Context: an optimization exercise on an open-source flow, tuned for small area and a short achievable clock period. The choices shown serve that exercise and are no tape-out recipe.
At most, simulation tests tie the RTL to the original design; equivalence was not proved.
The clock port is modelled as an ideal driver, which makes a skipped or thinned clock tree look cheaper than it is; a real chip needs a root buffer or a tree.
No activity file was given, so power comes from the tool's default toggle rates.

Setup of run A:
// FIR
module FIR
#(
parameter data_in = 16,
parameter no_tap = 10
)
(
    input i_clk,
    input signed [data_in-1:0] i_serial_in ,
    input i_data_wr,
    output signed [2*data_in-1:0] o_data_out ,
    output o_data_rdy,
    input i_reset
    );
export LEC_CHECK = 0
export CAP_MARGIN = 20
export CORE_MARGIN = 2
export CORE_UTILIZATION = 65
export PLACE_DENSITY = 0.75
export SLEW_MARGIN = 20
create_clock -name core_clock -period 10.0 [get_ports {i_clk}]
standard.sh (not shown) runs the stock make flow with config.mk's settings and CLKGATE_MAP_FILE= SYNTH_SCRIPT=/design/flow/synth_recipe.tcl, a recipe that flattens the netlist after the stock synthesis.
==> flow/flow/run.sh <==
#!/bin/bash
# Standard ORFS layout (the standard.sh), with repair_timing asked to
# leave more setup slack than the default so it keeps improving the paths.
set -euo pipefail
bash standard.sh SETUP_SLACK_MARGIN=7 "BUFFER_PORTS_ARGS=-buffer_cell sky130_fd_sc_hd__buf_2" "CTS_ARGS=-sink_clustering_enable -repair_clock_nets -dont_use_dummy_load -buf_list sky130_fd_sc_hd__clkbuf_4" finish > make_finish.log 2>&1
diff inputs: run A => run B
- CORE_UTILIZATION: 65 -> 40
- PLACE_DENSITY: 0.75 -> unset
==> flow/flow/run.sh <==
#!/bin/bash
# Standard ORFS layout (the standard.sh), with repair_timing asked to
# leave more setup slack than the default so it keeps improving the paths.
set -euo pipefail
bash standard.sh SETUP_SLACK_MARGIN=7  finish > make_finish.log 2>&1
Findings:
Compared with run A, run B shows combinational share of power lower by 3.4 points. | maximum fanout count along the critical path | higher: run B |. Against run A, run B reports a placed cell count that is higher. Relative area change from synthesis to final layout: run B > run A. Between run A and run B, the flow reports combinational power increasing slightly. Delta(total power, run B - run A) > 0. Total wirelength of the detailed-routed design (run B vs. run A) decreases by a few percent.
Modified inputs, run C compared to run B
- PLACE_DENSITY now 0.75, previously not set
- CORE_UTILIZATION now 65, was 40
diff --git a/flow/flow/run.sh b/flow/flow/run.sh
--- a/flow/flow/run.sh
+++ b/flow/flow/run.sh
@@ -5 +5 @@
-bash standard.sh SETUP_SLACK_MARGIN=7  finish > make_finish.log 2>&1
+bash standard.sh SETUP_SLACK_MARGIN=7 "BUFFER_PORTS_ARGS=-buffer_cell sky130_fd_sc_hd__buf_2" "CTS_ARGS=-sink_clustering_enable -repair_clock_nets -dont_use_dummy_load -buf_list sky130_fd_sc_hd__clkbuf_8" finish > make_finish.log 2>&1
==> comparison <==
Looking at cell count after placement, run C sits 9.5% below run B.
Run C reports a higher number of H-tree levels than run B does.
Taking run B as the reference, in run C count of final setup violators level; die area moved down; worst path setup slack after routing moved up; final critical-path share of the clock period moved down.
Between run C and run B, it is run C whose via count is higher, by 295.
Changes in run D relative to run C:
==> flow/flow/run.sh <==
#!/bin/bash
# Standard ORFS layout (the standard.sh), with repair_timing asked to
# leave more setup slack than the default so it keeps improving the paths.
set -euo pipefail
bash standard.sh SETUP_SLACK_MARGIN=7 "BUFFER_PORTS_ARGS=-buffer_cell sky130_fd_sc_hd__buf_2" "CTS_ARGS=-sink_clustering_enable -repair_clock_nets -dont_use_dummy_load" finish > make_finish.log 2>&1
Findings:
- Run comparison: run C category of the critical setup timing path reg2out; run D category of the critical setup timing path reg2reg
- Relative to run C, first-pass GRT wire length has gone up in run D.
- In the flow results for run D and run C, the part of the power in the clock network is larger on run D.
- The final reports for run D and run C show data arrival time of the critical path higher in the former.
- Going from run C to run D, largest fanout of any net on the critical path -1, number of filler instances in the final layout dropped 54, final critical-path setup slack shows a reduction of 0.052 ns.
- On met1 track demand over resource: run D sits above run C.
- Between run D and run C, it is run D whose met2 routed wirelength is higher, by 800 um.
- Combinational power ended up about 3.4% higher on run D than on run C.
What run E does differently from run D at the input level:
==> flow/flow/run.sh <==
#!/bin/bash
# Standard ORFS layout (the standard.sh), with repair_timing asked to
# leave more setup slack than the default so it keeps improving the paths.
set -euo pipefail
bash standard.sh SETUP_SLACK_MARGIN=7 "BUFFER_PORTS_ARGS=-buffer_cell sky130_fd_sc_hd__buf_2" finish > make_finish.log 2>&1
Peak fanout along the critical path (lower): run E. Total of cells resized after clock tree synthesis (run E / run D): 1.3. The final cell count in run E was higher than what run D gave.
Function was not checked in any run of this note: the RTL went through the layout flow alone.

========
build 44:
Another version of the RTL of FIR (not shown whole).
Size: roughly 720 cells after synthesis, ~240 flip-flops, ~52 I/O pins.
clock: 10.0 ns
lec_check: 0
cap_margin: 20
core_margin: 2
core_utilization: 65
place_density: 0.75
slew_margin: 20
==> flow/flow/run.sh <==
#!/bin/bash
# The standard layout (standard.sh: ORFS from synthesis to the routed
# layout, with the standard synthesis unchanged), with these changes to how
# the layout is made:
#  - repair_timing is asked to leave 7.1 ns of setup slack instead of 0, so it
#    keeps sizing the critical paths below the 10 ns clock;
#  - the port buffers that buffer_ports inserts are buf_2;
#  - clock tree synthesis uses a buf_16 root and buf_12 leaves in clusters of up to 30 registers,
#    inserts no dummy loads, and (flow/pre_cts.tcl) drives the leaf buffers
#    straight from the root buffer, without the H-tree level between them.
# Each tool's full output goes to ORFS's logs under orfs/logs; make's own
# output goes to make_finish.log in this folder.
set -euo pipefail
bash standard.sh SETUP_SLACK_MARGIN=7.1 \
  "BUFFER_PORTS_ARGS=-buffer_cell sky130_fd_sc_hd__buf_2" \
  "CTS_ARGS=-sink_clustering_enable -repair_clock_nets -dont_use_dummy_load -buf_list sky130_fd_sc_hd__buf_12 -root_buf sky130_fd_sc_hd__buf_16 -sink_clustering_size 30 -sink_clustering_max_diameter 80" \
  "PRE_CTS_TCL=$PWD/flow/pre_cts.tcl" \
  finish > make_finish.log 2>&1
==> flow/flow/pre_cts.tcl <==
# Wraps clock_tree_synthesis. TritonCTS builds a root buffer, one or more
# H-tree levels and leaf buffers; this connects the leaf buffers straight to
# the root buffer's output and deletes the H-tree level buffers, so every
# register's clock passes through the same two buffers (root, leaf) and the
# whole tree has less delay. No register's clock is delayed.
rename clock_tree_synthesis my_cts_orig
proc clock_tree_synthesis {args} {
  my_cts_orig {*}$args
  set block [ord::get_db_block]
  set removed 0
  foreach inst [$block getInsts] {
    set name [$inst getName]
    if {![regexp {^clkbuf_[1-9][0-9]*_[0-9]+__f_} $name]} continue
    set in_net [[$inst findITerm A] getNet]
    set out_net [[$inst findITerm X] getNet]
    foreach it [$out_net getITerms] {
      if {[$it getInst] != $inst} { $it disconnect; $it connect $in_net }
    }
    odb::dbInst_destroy $inst
    odb::dbNet_destroy $out_net
    incr removed
  }
  puts "pre_cts.tcl: removed $removed H-tree level clock buffers"
}
Build 44 did not stop at any stage, and its layout met the timing, design-rule and antenna checks.
Edits applied to the flow inputs when going from build 44 to build 84:
==> flow/flow/run.sh <==
#!/bin/bash
# The standard layout (standard.sh: ORFS from synthesis to the routed
# layout, with the standard synthesis unchanged), with these changes to how
# the layout is made:
#  - repair_timing is asked to leave 7 ns of setup slack instead of 0, so it
#    keeps sizing the critical paths below the 10 ns clock;
#  - the port buffers that buffer_ports inserts are buf_2;
#  - clock tree synthesis uses a buf_16 root and clkbuf_16 leaves in clusters of up to 25 registers,
#    inserts no dummy loads, and (flow/pre_cts.tcl) drives the leaf buffers
#    straight from the root buffer, without the H-tree level between them.
# Each tool's full output goes to ORFS's logs under orfs/logs; make's own
# output goes to make_finish.log in this folder.
set -euo pipefail
bash standard.sh SETUP_SLACK_MARGIN=7 \
  "BUFFER_PORTS_ARGS=-buffer_cell sky130_fd_sc_hd__buf_2" \
  "CTS_ARGS=-sink_clustering_enable -repair_clock_nets -dont_use_dummy_load -buf_list sky130_fd_sc_hd__clkbuf_16 -root_buf sky130_fd_sc_hd__buf_16 -sink_clustering_size 25 -sink_clustering_max_diameter 70" \
  "PRE_CTS_TCL=$PWD/flow/pre_cts.tcl" \
  finish > make_finish.log 2>&1
### Flow results
The post-route core utilization in build 84 sits 0.75 points above the value recorded for build 44.
Switching power was higher in the run labelled build 44.
Summary of build 84 over build 44: relative contribution of sequential cells to total power went down; met1 wire length went down; pre-CTS setup slack went down; fmax went down; maximum single-stage delay on the critical path went up.
Count of clock-buffer cells in the layout ended up 2 higher on build 84 than on build 44.
Compared build 44 against build 84; worst hold margin within noise.
The overall power after layout in build 84 was higher than what build 44 gave.
For build 91, these inputs were changed with respect to build 84:
==> flow/flow/run.sh <==
#!/bin/bash
# The standard layout (standard.sh: ORFS from synthesis to the routed
# layout, with the standard synthesis unchanged), with these changes to how
# the layout is made:
#  - repair_timing is asked to leave 7.2 ns of setup slack instead of 0, so it
#    keeps sizing the critical paths below the 10 ns clock;
#  - the port buffers that buffer_ports inserts are buf_2;
#  - clock tree synthesis uses a buf_16 root and buf_12 leaves in clusters of up to 25 registers,
#    inserts no dummy loads, and (flow/pre_cts.tcl) drives the leaf buffers
#    straight from the root buffer, without the H-tree level between them.
# Each tool's full output goes to ORFS's logs under orfs/logs; make's own
# output goes to make_finish.log in this folder.
set -euo pipefail
bash standard.sh SETUP_SLACK_MARGIN=7.2 \
  "BUFFER_PORTS_ARGS=-buffer_cell sky130_fd_sc_hd__buf_2" \
  "CTS_ARGS=-sink_clustering_enable -repair_clock_nets -dont_use_dummy_load -buf_list sky130_fd_sc_hd__buf_12 -root_buf sky130_fd_sc_hd__buf_16 -sink_clustering_size 25 -sink_clustering_max_diameter 70" \
  "PRE_CTS_TCL=$PWD/flow/pre_cts.tcl" \
  finish > make_finish.log 2>&1
==> comparison <==
- The sequential share of layout area of build 91 falls short of that of build 84 by 1.4 points.
- Going from build 84 to build 91, leakage power summed over all cells grew by a few percent.
- The routed metal-1 wirelength reported for build 91 is greater than that of build 84 by 5.4%.
- Compare build 84 and build 91 | number of cells upsized or downsized after cts lower: build 84
- Summary — worst max-slew margin expressed relative to the limit, build 91 relative to build 84: higher, by 1.4 points.
- Total chip power up 0.69% in build 91 wrt build 84
- Build 91 against build 84: global-route usage has increased; total routed wirelength grew by about 8%.
Input changes introduced in build 19 (baseline for comparison: build 91):
diff --git a/flow/flow/run.sh b/flow/flow/run.sh
--- a/flow/flow/run.sh
+++ b/flow/flow/run.sh
@@ -4,3 +4,3 @@
 # the layout is made:
-#  - repair_timing is asked to leave 7.2 ns of setup slack instead of 0, so it
+#  - repair_timing is asked to leave 7.15 ns of setup slack instead of 0, so it
 #    keeps sizing the critical paths below the 10 ns clock;
@@ -13,3 +13,3 @@
 set -euo pipefail
-bash standard.sh SETUP_SLACK_MARGIN=7.2 \
+bash standard.sh SETUP_SLACK_MARGIN=7.15 \
   "BUFFER_PORTS_ARGS=-buffer_cell sky130_fd_sc_hd__buf_2" \
Results
- Build 19: done, clean on timing, DRC and antenna
- Global-route usage over all layers: build 19 vs build 91 down 0.52 points
- Against build 91, wire length on met1 in build 19 fell slightly.
- Compared with build 91, build 19 shows a lower post-CTS setup-driven buffer insertion count.
- Design area: build 19 < build 91
- Compared with build 91, in build 19 non-clock buffer count decreased 11; worst setup slack after layout increased 0.0039 ns.
- Summary: with build 91 as the reference, wire length on met2 in build 19 moved down by a few percent.
- Average wire per standard cell (build 19 vs. build 91) decreases slightly
- Build 91 and build 19 ended up with nearly the same delay of the slowest critical-path stage.
Inputs modified between build 19 and build 80:
- swapping 65 for 60 in CORE_UTILIZATION
- swapping 0.75 for 0.7 in PLACE_DENSITY
diff --git a/flow/flow/run.sh b/flow/flow/run.sh
--- a/flow/flow/run.sh
+++ b/flow/flow/run.sh
@@ -4,3 +4,3 @@
 # the layout is made:
-#  - repair_timing is asked to leave 7.15 ns of setup slack instead of 0, so it
+#  - repair_timing is asked to leave 7.1 ns of setup slack instead of 0, so it
 #    keeps sizing the critical paths below the 10 ns clock;
@@ -13,3 +13,3 @@
 set -euo pipefail
-bash standard.sh SETUP_SLACK_MARGIN=7.15 \
+bash standard.sh SETUP_SLACK_MARGIN=7.1 \
   "BUFFER_PORTS_ARGS=-buffer_cell sky130_fd_sc_hd__buf_2" \
### Flow results
Looking at length of the first detailed-routing pass in iterations, build 80 sits 2 higher than build 19 does.
Re count of plain and timing-repair buffers: build 80 and build 19 aren't equal, and the higher value belongs to build 19.
Max via count of the first global-routing pass across build 80 and build 19: build 19
Summary of build 80 over build 19: cell area after placement neither gained nor lost much; setup slack of the worst register-to-register path went down 0.06 ns.
Cmp build 80 vs build 19: combinational share of power lower in build 80
Compared with build 19, in build 80 final area now smaller, global-route usage now smaller.
Sum of internal, switching and leakage power of build 19 is on par with build 80.
Looking at post-CTS repair timing setup buffer count, build 80 sits 2 below build 19.
Area growth from synthesis to layout was higher in build 19 than in build 80.
Setup changes, build 80 to build 14
- CORE_UTILIZATION now 70, was 60
- PLACE_DENSITY now 0.8, was 0.7
## What came out
Total power consumption of the routed design of build 14 falls short of that of build 80 slightly.
The cell area in build 14 sits 110 um2 below the value recorded for build 80.
The final weighted congestion in routability-driven placement of build 14 is higher than that of build 80.
Taking build 80 as the reference point, the buffer count excluding the clock tree in the final layout of build 14 rises by 2.
From build 80 to build 14 the numbers moved as follows: worst setup slack up 0.054 ns, fmax picked up an extra 1.9%, combinational share of power flat, die height fell 7.2%.
Relative to build 80, the via count of the first global-routing pass of build 14 is lower by about 0.46%.
Looking at flip-flop and latch share of the layout cell area, build 14 sits 0.54 points higher than build 80 does.
Comparing build 14 and build 80, the lower portion of the clock cycle consumed by the worst path in the final layout is on build 14.

[port drivers added, routing unchanged]
In the flow no input, the clock included, has a driving cell. The finished layouts below were timed again as built, in two steps.
Step 1 (the two cells are an assumption about what drives the block):
set clk [get_ports {i_clk}]
set_driving_cell -lib_cell sky130_fd_sc_hd__clkbuf_16 $clk
set_driving_cell -lib_cell sky130_fd_sc_hd__buf_2 [delete_from_list [all_inputs] $clk]
Step 2 times the ports against the registers' clock, not the clock port: input delays grow and output delays shrink by t, the midpoint of the rising clock arrivals with the driver on.
Three values: ideal ports, drivers, drivers and shift; two values: the first two.
run	shift t [ns]	setup WS [ns]	latest minus earliest clock arrival (ns)	worst slew at a driven data input, ns
run A	0.657	6.872 / 6.835 / 6.859	0.072 / 0.072	0.04
run B	0.557	6.944 / 6.899 / 6.719	0.013 / 0.013	0.03
run C	0.530	6.983 / 6.943 / 6.872	0.046 / 0.046	0.03
run D	0.535	6.930 / 6.930 / 6.865	0.036 / 0.036	0.03
run E	0.542	6.949 / 6.935 / 6.883	0.019 / 0.019	0.04
build 44	0.391	7.152 / 7.105 / 7.206	0.037 / 0.037	0.03
build 84	0.416	7.091 / 7.043 / 7.124	0.026 / 0.026	0.03
build 91	0.390	7.121 / 7.075 / 7.208	0.054 / 0.054	0.04
build 19	0.388	7.125 / 7.080 / 7.212	0.050 / 0.050	0.04
build 80	0.392	7.082 / 7.034 / 7.119	0.058 / 0.058	0.03
build 14	0.395	7.136 / 7.089 / 7.185	0.032 / 0.032	0.04
After both steps setup and hold are still met in every run listed. The setup slack of run B, which loses most, moves by -0.045 ns with the drivers and by -0.225 ns with both steps.
